This is an optimization exercise on Yosys and OpenROAD, whose aim is small area and a short achievable clock period, not a production implementation.
The clock port is modelled as an ideal driver, which makes a skipped or thinned clock tree look cheaper than it is; a real chip needs a root buffer or a tree.

## P
==> flow/design.v (excerpt) <==
module uart_circle_area (
  input         clock,
  input         reset,
  input         rx_i,
  output [7:0]  rx_data,
  output [31:0] area_o,
  output reg    rx_data_valid,
  output        rx_error
);
==> flow/config.mk <==
export PLATFORM = sky130hd
export DESIGN_NAME = uart_circle_area
export DESIGN_NICKNAME = uart_circle_area
export VERILOG_FILES = /design/flow/design.v
export SDC_FILE = /design/flow/constraint.sdc
export NUM_CORES = 4
export LEC_CHECK = 0
export ABC_AREA = 1
export CAP_MARGIN = 20
export CORE_MARGIN = 2
export CORE_UTILIZATION = 40
export SLEW_MARGIN = 20
export SYNTH_HIERARCHICAL = 1
==> flow/constraint.sdc <==
create_clock -name core_clock -period 24.0 [get_ports {clock}]
set_input_delay 4.8000 -clock core_clock [delete_from_list [all_inputs] [get_ports {clock}]]
set_output_delay 4.8000 -clock core_clock [all_outputs]
set_load 0.01 [all_outputs]
standard.sh (not shown) runs the stock make flow with config.mk's settings and CLKGATE_MAP_FILE= SYNTH_SCRIPT=/design/flow/synth_recipe.tcl, a recipe that flattens the netlist after the stock synthesis.
==> flow/flow/run.sh <==
#!/bin/bash
# The standard layout (the standard.sh: unchanged synthesis and steps) with
# these differences:
# - the port buffers that global placement puts on every input and output are
#   sky130_fd_sc_hd__buf_1 instead of the resizer's pick;
# - the tie-low cell that synthesis makes is not split into one cell per load
#   (SKIP_REPAIR_TIE_FANOUT), so the constant outputs share it;
# - after CTS, nbuf.tcl replaces the clock tree by 3 clkbuf_8 buffers, each fed
#   by the clock port and driving one placement cluster of the 34 flip-flops;
#   then the standard steps go on from global routing. The buffers are alike
#   and so are their loads, so all flip-flops see about the same clock arrival.
cp standard.sh standard.sh.txt
export BUFFER_PORTS_ARGS="-buffer_cell sky130_fd_sc_hd__buf_1"
export CTS_ARGS="-sink_clustering_enable -repair_clock_nets -buf_list sky130_fd_sc_hd__clkbuf_8 -root_buf sky130_fd_sc_hd__clkbuf_8 -dont_use_dummy_load"
export SKIP_REPAIR_TIE_FANOUT=1
bash standard.sh cts > standard_cts.log 2>&1
RES_DIR=orfs/results/sky130hd/uart_circle_area/base CLK_NET=clock NBUF=3 CLKBUF=sky130_fd_sc_hd__clkbuf_8 \
  openroad -no_init -exit flow/nbuf.tcl > nbuf.log 2>&1
bash standard.sh > standard.log 2>&1
Other scripts of this flow, unchanged in this note and not shown: flow/flow/nbuf.tcl
The inputs of Q differ from those of P as listed below.
--- a/flow/design.v
+++ b/flow/design.v
@@ -1,48 +1,48 @@
 module uart_circle_area (
   input         clock,
   input         reset,
   input         rx_i,
   output [7:0]  rx_data,
   output [31:0] area_o,
   output reg    rx_data_valid,
-  output        rx_error
+  output reg    rx_error
 );
-  localparam IDLE = 4'b0000, IDLE_E = 4'b0100, CHECK_STOP = 4'b0001,
-             ERROR = 4'b0010, ERROR_E = 4'b0011;
+  localparam IDLE = 4'b0000, CHECK_STOP = 4'b0001, ERROR = 4'b0010;
   reg [3:0]  state;
   reg [7:0]  shift;
   reg [17:0] acc;
-  reg [1:0]  vgn;
+  reg        vgn;
   wire       in_data = state[3];
   wire [2:0] cnt     = state[2:0];
   wire       in_cs   = (state == CHECK_STOP);
-  wire       in_idle = (state == IDLE) | (state == IDLE_E);
+  wire       in_idle = (state == IDLE);
   always @(posedge clock) begin
     if (reset) begin
       state <= IDLE;
       shift <= 8'd0;
       rx_data_valid <= 1'b0;
-      vgn <= 2'b11;
+      vgn <= 1'b1;
+      rx_error <= 1'b0;
     end else begin
+      rx_error <= (state == ERROR);
       rx_data_valid <= in_cs ? rx_i : (in_idle & rx_data_valid);
-      vgn[0] <= in_cs ? ~rx_i : (~in_idle | vgn[0]);
-      vgn[1] <= in_cs ? ~rx_i : (~in_idle | vgn[1]);
+      vgn <= in_cs ? ~rx_i : (~in_idle | vgn);
       if (in_data) begin
         shift <= {rx_i, shift[7:1]};
         state <= (cnt == 3'd7) ? CHECK_STOP : state + 4'd1;
       end else if (in_cs) begin
         state <= rx_i ? IDLE : ERROR;
       end else if (in_idle) begin
-        state <= rx_i ? IDLE : 4'b1000;
+        if (!rx_i) state <= 4'b1000;
       end else begin
-        state <= rx_i ? IDLE_E : ERROR_E;
+        if (rx_i) state <= IDLE;
       end
     end
   end
   wire [7:0] mask = {cnt != 3'd0, cnt > 3'd1, cnt > 3'd2, cnt > 3'd3,
                      cnt > 3'd4, cnt > 3'd5, cnt > 3'd6, 1'b0};
   wire [7:0] sp   = shift & mask;
   wire [6:0] ahi  = (cnt == 3'd0) ? 7'd0 : acc[17:11];
   wire [8:0] sum;
   wire [8:2] sc;
   assign sum[0] = ahi[0];
@@ -274,17 +274,16 @@
   wire x214 = ~p145 ^ G190;
   wire x215 = ~p147 ^ G197;
   assign area = {x215, x214, x213, x212, x211, x210, x209, x208, x207, x206, x205, x204, x203, x202, x201, x200, x199, x198};
   wire [17:0] keep = in_cs ? ~area : acc;
   wire [8:0]  hi0  = in_data ? {2'b00, ahi} : keep[17:9];
   wire [8:0]  lo   = in_data ? acc[10:2] : keep[8:0];
   wire        take = in_data & rx_i;
   always @(posedge clock)
     acc <= {take ? sum : hi0, lo};
   assign rx_data = shift;
-  assign rx_error = (state == ERROR_E) | (state == IDLE_E);
-  assign area_o  = {14'd0, ~(acc | {{6{~rx_data_valid}}, {6{vgn[1]}}, {6{vgn[0]}}})};
+  assign area_o  = {14'd0, ~(acc | {18{vgn}})};
 endmodule
 module kmul_fa(input a, input b, input ci, output s, output co);
   assign s  = a ^ b ^ ci;
   assign co = (a & b) | (a & ci) | (b & ci);
 endmodule
Findings:
- Diff P -> Q | routed wirelength normalized by instance count | up by a few percent
- | share of synthesized area occupied by flip-flops and latches | lower: Q |
- Time the final worst path needs with I/O delays and setup improves in Q relative to P.
- Q against P: number of storage elements in the synthesis netlist was more or less identical; signed area change from the synthesized netlist to the final layout shows a reduction of 1.0 points; routed length on met3 grew by about 50%.
- Synthesized area, Q vs P: up slightly
- Diff P -> Q: floorplan core area went up by 0.98%; routability congestion estimate from global placement went down by 0.064; fraction of standard cell area that is sequential was more or less identical.
- Delta(die area, Q - P) > 0
- Xor-xnor portion of the synthesized cell area in Q is 0.67 points higher than in P
- Result for P and Q: all clean
No run of this note included a check of the RTL's function; only the layout flow was run.

-- static timing again, ports no longer ideal --
How much do the figures lean on ideal ports? The routed layouts below were timed once more, with nothing changed but the port constraints.
Step 1 assumes that a clkbuf_16 drives the clock port and a buf_2 every other input.
Step 2 moves the port delays by t, midway between the first and last clock arrival at a register: inputs arrive t later, outputs are due t later. That takes back most of the time a late clock gives input paths.
Slacks: ideal ports / drivers / drivers and shift; pairs: ideal ports / drivers.
run	t, ns	setup slack, ns	worst slew at a driven data input, ns
P	0.185	17.710 / 17.659 / 17.844	0.03
Q	0.194	17.986 / 17.933 / 18.127	0.03
After both steps every run listed still meets setup and hold.
